Source: an optimization exercise on an open RTL-to-GDS flow (aim: small area). Production flows keep margins and buffers that such runs may drop. Only simulation tests tie the RTL to the original design; equivalence was not proved.

==> inputs of job 5115 <==
## ARM
module ARM(
    input CLK,
    input Reset,
    input [31:0] Instr,
    input [31:0] ReadData,
    output [31:0] PC,
    output [31:0] ALUResult,
    output [31:0] WriteData,
    output cpu_op,
    output cpu_valid,
    input cache_busy,
    input cache_ready
);
==> flow/config.mk <==
export PLATFORM = sky130hd
export DESIGN_NAME = ARM
export DESIGN_NICKNAME = ARM
export VERILOG_FILES = /design/flow/design.v
export SDC_FILE = /design/flow/constraint.sdc
export NUM_CORES = 4
export LEC_CHECK = 0
export ABC_AREA = 1
export CAP_MARGIN = 20
export CORE_MARGIN = 2
export CORE_UTILIZATION = 40
export SLEW_MARGIN = 20
==> flow/constraint.sdc <==
create_clock -name core_clock -period 20.0 [get_ports {CLK}]
set_input_delay 4.0000 -clock core_clock [delete_from_list [all_inputs] [get_ports {CLK}]]
set_output_delay 4.0000 -clock core_clock [all_outputs]
set_load 0.01 [all_outputs]
run.sh (not shown) runs the stock make flow with config.mk's settings and CLKGATE_MAP_FILE= SYNTH_SCRIPT=/design/flow/synth_recipe.tcl, a recipe that flattens the netlist after the stock synthesis.
==> inputs of job 9610, as changes to job 5115 <==
--- a/flow/design.v
+++ b/flow/design.v
@@ -5863,45 +5863,69 @@
                 rca[i] = a[i] ^ b[i] ^ c;
                 c = (a[i] & b[i]) | (c & (a[i] ^ b[i]));
             end
             rca[32] = c;
         end
     endfunction
+    function [32:0] cla;
+        input [31:0] a, b;
+        input ci;
+        integer i, j;
+        reg [31:0] p, g;
+        reg c;
+        reg [3:0] cc;
+        begin
+            p = a ^ b; g = a & b; c = ci;
+            for (i = 0; i < 32; i = i + 4) begin
+                cc[0] = c;
+                cc[1] = g[i] | (p[i] & c);
+                cc[2] = g[i+1] | (p[i+1] & g[i]) | (p[i+1] & p[i] & c);
+                cc[3] = g[i+2] | (p[i+2] & g[i+1]) | (p[i+2] & p[i+1] & g[i]) | (p[i+2] & p[i+1] & p[i] & c);
+                for (j = 0; j < 4; j = j + 1) cla[i+j] = p[i+j] ^ cc[j];
+                c = g[i+3] | (p[i+3] & g[i+2]) | (p[i+3] & p[i+2] & g[i+1]) | (p[i+3] & p[i+2] & p[i+1] & g[i]) | (p[i+3] & p[i+2] & p[i+1] & p[i] & c);
+            end
+            cla[32] = c;
+        end
+    endfunction
     wire [31:0] a = FloatingPointa;
     wire [31:0] b = FloatingPointb;
     wire as = a[31], bs = b[31];
     wire [7:0] ae = a[30:23], be = b[30:23];
     wire [22:0] af = a[22:0], bf = b[22:0];
     wire afz = ~|af, bfz = ~|bf;
     wire aemax = &ae, bemax = &be;
     wire a0 = ~|ae & afz, b0 = ~|be & bfz;
     wire ainf = aemax & afz, binf = bemax & bfz;
     wire nan = (aemax & ~afz) | (bemax & ~bfz);
     wire special = aemax | bemax;
     wire zinf = (a0 & binf) | (ainf & b0);
-    wire agt = a[30:0] > b[30:0];
+    wire [32:0] cmp = cla({1'b0, a[30:0]}, {1'b0, ~b[30:0]}, 1'b0);
+    wire agt = cmp[31];    
     wire [7:0] bigE = agt ? ae : be;
     wire [7:0] smlE = agt ? be : ae;
     wire [22:0] bigF = agt ? af : bf;
     wire [22:0] smlF = agt ? bf : af;
-    wire [7:0] d = bigE - smlE;
+    wire [32:0] dsub = rca({24'd0, bigE}, {24'd0, ~smlE}, 1'b1);
+    wire [7:0] d = dsub[7:0];
     wire [23:0] smlM = {1'b1, smlF};
     wire [23:0] sh = ((|d[7:5]) | (d[4] & d[3])) ? 24'd0 : (smlM >> d[4:0]);
     wire sub = as ^ bs;
-    wire [24:0] cM = sub ? ({1'b0, 1'b1, bigF} - {1'b0, sh}) : ({1'b0, 1'b1, bigF} + {1'b0, sh});
+    wire [32:0] msum = cla({8'd0, 1'b1, bigF}, {8'd0, sh ^ {24{sub}}}, sub);
+    wire [24:0] cM = {msum[24] & ~sub, msum[23:0]};
     wire cS = agt ? as : bs;
     reg [4:0] lz;
     integer i;
     always @* begin
         lz = 5'd0;
         for (i = 0; i < 24; i = i + 1)
             if (cM[i]) lz = 23 - i;
     end
     wire [22:0] nrm = cM[22:0] << lz;
     wire czero = ~|cM[24:0];
-    wire [7:0] addE = cM[24] ? (bigE + 8'd1) : (czero ? 8'd0 : (bigE - {3'b000, lz}));
+    wire [32:0] eadj = rca({24'd0, bigE}, {24'd0, cM[24] ? 8'd1 : ~{3'b000, lz}}, ~cM[24]);
+    wire [7:0] addE = (~cM[24] & czero) ? 8'd0 : eadj[7:0];
     wire [22:0] addM = cM[24] ? cM[23:1] : nrm;
     wire [24:0] p;   
     FPMul u_FPMul(.ma({1'b1, af}), .mb({1'b1, bf}), .p(p));
     wire [32:0] esum = rca({24'd0, ae}, {24'd0, be}, 1'b1);       
     wire [8:0] me = {esum[8:7] - 2'd1, esum[6:0]};             
     wire movf = me[8] | (p[24] & (&me[7:0]));
@@ -5989,27 +6013,43 @@
         end
     endfunction
     wire [32:0] pc_inc = rca({2'b00, PC_F[31:2]}, 32'd0, 1'b1);
     wire [31:0] PC_Plus_4 = {pc_inc[29:0], PC_F[1:0]};
     wire [3:0]  idxF = PC_F[5:2];
     wire        PrPCSrc_F = EntryPB[{idxF, 1'b1}];
-    wire [31:0] TA_F = EntryTAv[idxF] ? EntryTA[idxF] : 32'd0;
+    reg [31:0] TA_F;
+    integer t;
+    always @* begin
+        TA_F = 32'd0;
+        for (t = 0; t < 16; t = t + 1)
+            TA_F = TA_F | ({32{(idxF == t) & EntryTAv[t]}} & EntryTA[t]);
+    end
     wire Start_D = (Instr_D[27:21] == 7'b0000000 && Instr_D[7:4] == 4'b1001) ||
                    (Instr_D[27:20] == 8'b01111111 && Instr_D[7:4] == 4'b1111);
     wire Branch_D = Instr_D[27:26] == 2'b10;
     wire Str_D = (Instr_D[27:26] == 2'b01) & ~Instr_D[20];
     wire [3:0] RA1_D = Start_D ? Instr_D[11:8] : (Branch_D ? 4'd15 : Instr_D[19:16]);
     wire [3:0] RA2_D = Start_D ? Instr_D[3:0]  : (Str_D ? Instr_D[15:12] : Instr_D[3:0]);
     wire [3:0] WA3_D = Start_D ? Instr_D[19:16] : Instr_D[15:12];
     wire MCycleOp_D = Instr_D[7:4] != 4'b1001;
     wire Ready;
     wire Busy;
     wire byp1 = (RA1_D == WA3_W && RegWrite_W) || (RA1_D == WA3_MUL && Ready);
     wire byp2 = (RA2_D == WA3_W && RegWrite_W) || (RA2_D == WA3_MUL && Ready);
-    wire [31:0] RD1_D = (RA1_D == 4'd15) ? PC_Plus_4 : (byp1 ? Result_W : RegBank[RA1_D]);
-    wire [31:0] RD2_D = (RA2_D == 4'd15) ? PC_Plus_4 : (byp2 ? Result_W : RegBank[RA2_D]);
+    reg [31:0] rf1, rf2;
+    integer r;
+    always @* begin
+        rf1 = 32'd0;
+        rf2 = 32'd0;
+        for (r = 0; r < 15; r = r + 1) begin
+            rf1 = rf1 | ({32{RA1_D == r}} & RegBank[r]);
+            rf2 = rf2 | ({32{RA2_D == r}} & RegBank[r]);
+        end
+    end
+    wire [31:0] RD1_D = (RA1_D == 4'd15) ? PC_Plus_4 : (byp1 ? Result_W : rf1);
+    wire [31:0] RD2_D = (RA2_D == 4'd15) ? PC_Plus_4 : (byp2 ? Result_W : rf2);
     wire [31:0] IE = Instr_E;
     wire [1:0] opE = IE[27:26];
     wire DP_E  = opE == 2'b00;
     wire MEM_E = opE == 2'b01;
     wire Br_E  = opE == 2'b10;
     wire FP_E  = opE == 2'b11;
@@ -6064,13 +6104,13 @@
     wire Start_E1   = Start_E & CondEx;
     wire fA_M = (RA1_E == WA3_M) & RegWrite_M;
     wire fA_W = (RA1_E == WA3_W) & RegWrite_W;
     wire fB_M = (RA2_E == WA3_M) & RegWrite_M;
     wire fB_W = (RA2_E == WA3_W) & RegWrite_W;
     wire [32:0] pce_inc4 = rca({2'b00, PC_E[31:2]}, 32'd0, 1'b1);
-    wire [32:0] pce_inc8 = rca({3'b000, PC_E[31:3]}, 32'd0, 1'b1);
+    wire [32:0] pce_inc8 = cla({3'b000, PC_E[31:3]}, 32'd0, 1'b1);    
     wire [31:0] PC_E_Plus_4 = {pce_inc4[29:0], PC_E[1:0]};
     wire [31:0] PC_E_Plus_8 = {pce_inc8[28:0], PC_E[2:0]};
     wire [31:0] SrcA_E = fA_M ? ALUResult_M :
                          fA_W ? Result_W :
                          (PrPCSrc_E & PCSrc_E) ? PC_E_Plus_8 :
                          (Valid_E ? RD1_E : 32'd0);
- CTS_CLUSTER_DIAMETER: default -> 60
- CTS_CLUSTER_SIZE: default -> 24
==> inputs of job 1861, as changes to job 5115 <==
--- a/flow/design.v
+++ b/flow/design.v
@@ -5863,45 +5863,69 @@
                 rca[i] = a[i] ^ b[i] ^ c;
                 c = (a[i] & b[i]) | (c & (a[i] ^ b[i]));
             end
             rca[32] = c;
         end
     endfunction
+    function [32:0] cla;
+        input [31:0] a, b;
+        input ci;
+        integer i, j;
+        reg [31:0] p, g;
+        reg c;
+        reg [3:0] cc;
+        begin
+            p = a ^ b; g = a & b; c = ci;
+            for (i = 0; i < 32; i = i + 4) begin
+                cc[0] = c;
+                cc[1] = g[i] | (p[i] & c);
+                cc[2] = g[i+1] | (p[i+1] & g[i]) | (p[i+1] & p[i] & c);
+                cc[3] = g[i+2] | (p[i+2] & g[i+1]) | (p[i+2] & p[i+1] & g[i]) | (p[i+2] & p[i+1] & p[i] & c);
+                for (j = 0; j < 4; j = j + 1) cla[i+j] = p[i+j] ^ cc[j];
+                c = g[i+3] | (p[i+3] & g[i+2]) | (p[i+3] & p[i+2] & g[i+1]) | (p[i+3] & p[i+2] & p[i+1] & g[i]) | (p[i+3] & p[i+2] & p[i+1] & p[i] & c);
+            end
+            cla[32] = c;
+        end
+    endfunction
     wire [31:0] a = FloatingPointa;
     wire [31:0] b = FloatingPointb;
     wire as = a[31], bs = b[31];
     wire [7:0] ae = a[30:23], be = b[30:23];
     wire [22:0] af = a[22:0], bf = b[22:0];
     wire afz = ~|af, bfz = ~|bf;
     wire aemax = &ae, bemax = &be;
     wire a0 = ~|ae & afz, b0 = ~|be & bfz;
     wire ainf = aemax & afz, binf = bemax & bfz;
     wire nan = (aemax & ~afz) | (bemax & ~bfz);
     wire special = aemax | bemax;
     wire zinf = (a0 & binf) | (ainf & b0);
-    wire agt = a[30:0] > b[30:0];
+    wire [32:0] cmp = cla({1'b0, a[30:0]}, {1'b0, ~b[30:0]}, 1'b0);
+    wire agt = cmp[31];    
     wire [7:0] bigE = agt ? ae : be;
     wire [7:0] smlE = agt ? be : ae;
     wire [22:0] bigF = agt ? af : bf;
     wire [22:0] smlF = agt ? bf : af;
-    wire [7:0] d = bigE - smlE;
+    wire [32:0] dsub = rca({24'd0, bigE}, {24'd0, ~smlE}, 1'b1);
+    wire [7:0] d = dsub[7:0];
     wire [23:0] smlM = {1'b1, smlF};
     wire [23:0] sh = ((|d[7:5]) | (d[4] & d[3])) ? 24'd0 : (smlM >> d[4:0]);
     wire sub = as ^ bs;
-    wire [24:0] cM = sub ? ({1'b0, 1'b1, bigF} - {1'b0, sh}) : ({1'b0, 1'b1, bigF} + {1'b0, sh});
+    wire [32:0] msum = cla({8'd0, 1'b1, bigF}, {8'd0, sh ^ {24{sub}}}, sub);
+    wire [24:0] cM = {msum[24] & ~sub, msum[23:0]};
     wire cS = agt ? as : bs;
     reg [4:0] lz;
     integer i;
     always @* begin
         lz = 5'd0;
         for (i = 0; i < 24; i = i + 1)
             if (cM[i]) lz = 23 - i;
     end
     wire [22:0] nrm = cM[22:0] << lz;
     wire czero = ~|cM[24:0];
-    wire [7:0] addE = cM[24] ? (bigE + 8'd1) : (czero ? 8'd0 : (bigE - {3'b000, lz}));
+    wire [32:0] eadj = rca({24'd0, bigE}, {24'd0, cM[24] ? 8'd1 : ~{3'b000, lz}}, ~cM[24]);
+    wire [7:0] addE = (~cM[24] & czero) ? 8'd0 : eadj[7:0];
     wire [22:0] addM = cM[24] ? cM[23:1] : nrm;
     wire [24:0] p;   
     FPMul u_FPMul(.ma({1'b1, af}), .mb({1'b1, bf}), .p(p));
     wire [32:0] esum = rca({24'd0, ae}, {24'd0, be}, 1'b1);       
     wire [8:0] me = {esum[8:7] - 2'd1, esum[6:0]};             
     wire movf = me[8] | (p[24] & (&me[7:0]));
@@ -5989,27 +6013,43 @@
         end
     endfunction
     wire [32:0] pc_inc = rca({2'b00, PC_F[31:2]}, 32'd0, 1'b1);
     wire [31:0] PC_Plus_4 = {pc_inc[29:0], PC_F[1:0]};
     wire [3:0]  idxF = PC_F[5:2];
     wire        PrPCSrc_F = EntryPB[{idxF, 1'b1}];
-    wire [31:0] TA_F = EntryTAv[idxF] ? EntryTA[idxF] : 32'd0;
+    reg [31:0] TA_F;
+    integer t;
+    always @* begin
+        TA_F = 32'd0;
+        for (t = 0; t < 16; t = t + 1)
+            TA_F = TA_F | ({32{(idxF == t) & EntryTAv[t]}} & EntryTA[t]);
+    end
     wire Start_D = (Instr_D[27:21] == 7'b0000000 && Instr_D[7:4] == 4'b1001) ||
                    (Instr_D[27:20] == 8'b01111111 && Instr_D[7:4] == 4'b1111);
     wire Branch_D = Instr_D[27:26] == 2'b10;
     wire Str_D = (Instr_D[27:26] == 2'b01) & ~Instr_D[20];
     wire [3:0] RA1_D = Start_D ? Instr_D[11:8] : (Branch_D ? 4'd15 : Instr_D[19:16]);
     wire [3:0] RA2_D = Start_D ? Instr_D[3:0]  : (Str_D ? Instr_D[15:12] : Instr_D[3:0]);
     wire [3:0] WA3_D = Start_D ? Instr_D[19:16] : Instr_D[15:12];
     wire MCycleOp_D = Instr_D[7:4] != 4'b1001;
     wire Ready;
     wire Busy;
     wire byp1 = (RA1_D == WA3_W && RegWrite_W) || (RA1_D == WA3_MUL && Ready);
     wire byp2 = (RA2_D == WA3_W && RegWrite_W) || (RA2_D == WA3_MUL && Ready);
-    wire [31:0] RD1_D = (RA1_D == 4'd15) ? PC_Plus_4 : (byp1 ? Result_W : RegBank[RA1_D]);
-    wire [31:0] RD2_D = (RA2_D == 4'd15) ? PC_Plus_4 : (byp2 ? Result_W : RegBank[RA2_D]);
+    reg [31:0] rf1, rf2;
+    integer r;
+    always @* begin
+        rf1 = 32'd0;
+        rf2 = 32'd0;
+        for (r = 0; r < 15; r = r + 1) begin
+            rf1 = rf1 | ({32{RA1_D == r}} & RegBank[r]);
+            rf2 = rf2 | ({32{RA2_D == r}} & RegBank[r]);
+        end
+    end
+    wire [31:0] RD1_D = (RA1_D == 4'd15) ? PC_Plus_4 : (byp1 ? Result_W : rf1);
+    wire [31:0] RD2_D = (RA2_D == 4'd15) ? PC_Plus_4 : (byp2 ? Result_W : rf2);
     wire [31:0] IE = Instr_E;
     wire [1:0] opE = IE[27:26];
     wire DP_E  = opE == 2'b00;
     wire MEM_E = opE == 2'b01;
     wire Br_E  = opE == 2'b10;
     wire FP_E  = opE == 2'b11;
@@ -6064,13 +6104,13 @@
     wire Start_E1   = Start_E & CondEx;
     wire fA_M = (RA1_E == WA3_M) & RegWrite_M;
     wire fA_W = (RA1_E == WA3_W) & RegWrite_W;
     wire fB_M = (RA2_E == WA3_M) & RegWrite_M;
     wire fB_W = (RA2_E == WA3_W) & RegWrite_W;
     wire [32:0] pce_inc4 = rca({2'b00, PC_E[31:2]}, 32'd0, 1'b1);
-    wire [32:0] pce_inc8 = rca({3'b000, PC_E[31:3]}, 32'd0, 1'b1);
+    wire [32:0] pce_inc8 = cla({3'b000, PC_E[31:3]}, 32'd0, 1'b1);    
     wire [31:0] PC_E_Plus_4 = {pce_inc4[29:0], PC_E[1:0]};
     wire [31:0] PC_E_Plus_8 = {pce_inc8[28:0], PC_E[2:0]};
     wire [31:0] SrcA_E = fA_M ? ALUResult_M :
                          fA_W ? Result_W :
                          (PrPCSrc_E & PCSrc_E) ? PC_E_Plus_8 :
                          (Valid_E ? RD1_E : 32'd0);
- CORE_UTILIZATION: 40 -> 55
- CTS_CLUSTER_DIAMETER: default -> 60
- CTS_CLUSTER_SIZE: default -> 20
==> notes <==
In job 9610 the routed wire length is higher than in job 1861, by 4.7%.
Fmax, lowest first: job 5115, job 1861, job 9610.
In job 1861 the final cell count is smaller than in job 9610, by about 6%.
The lowest global-route usage belongs to job 9610, the highest to job 1861.
Of job 1861 and job 5115, job 1861 has the higher critical path depth (gap 6).
Count of clock-buffer cells in the layout: job 9610 < job 1861 < job 5115.

[separate check: timing with driven ports]
Ports are ideal in the flow. The routed layouts listed here were re-timed in OpenROAD. Step 1, drivers: a clkbuf_16 drives CLK and a buf_2 each remaining input, both assumed. Step 2, shift: input delay + t, output delay - t, t = (earliest + latest rising clock arrival at the registers) / 2. This alone moves slack from input paths to output paths. Three values: ideal ports, drivers, drivers and shift; two values: the first two.
| run | t (ns) | setup WS [ns] | worst setup path at the end | slew at the worst register clock pin (ns) | pins driven straight from the clock port |
|---|---|---|---|---|---|
| job 5115 | 0.903 | 2.124 / 2.124 / 2.124 | register to register | 0.07 / 0.07 | 1 |
| job 9610 | 0.889 | 2.928 / 2.928 / 2.928 | register to register | 0.10 / 0.10 | 1 |
| job 1861 | 0.867 | 2.614 / 2.614 / 2.614 | register to register | 0.09 / 0.09 | 1 |
After both steps every run listed still meets setup and hold.
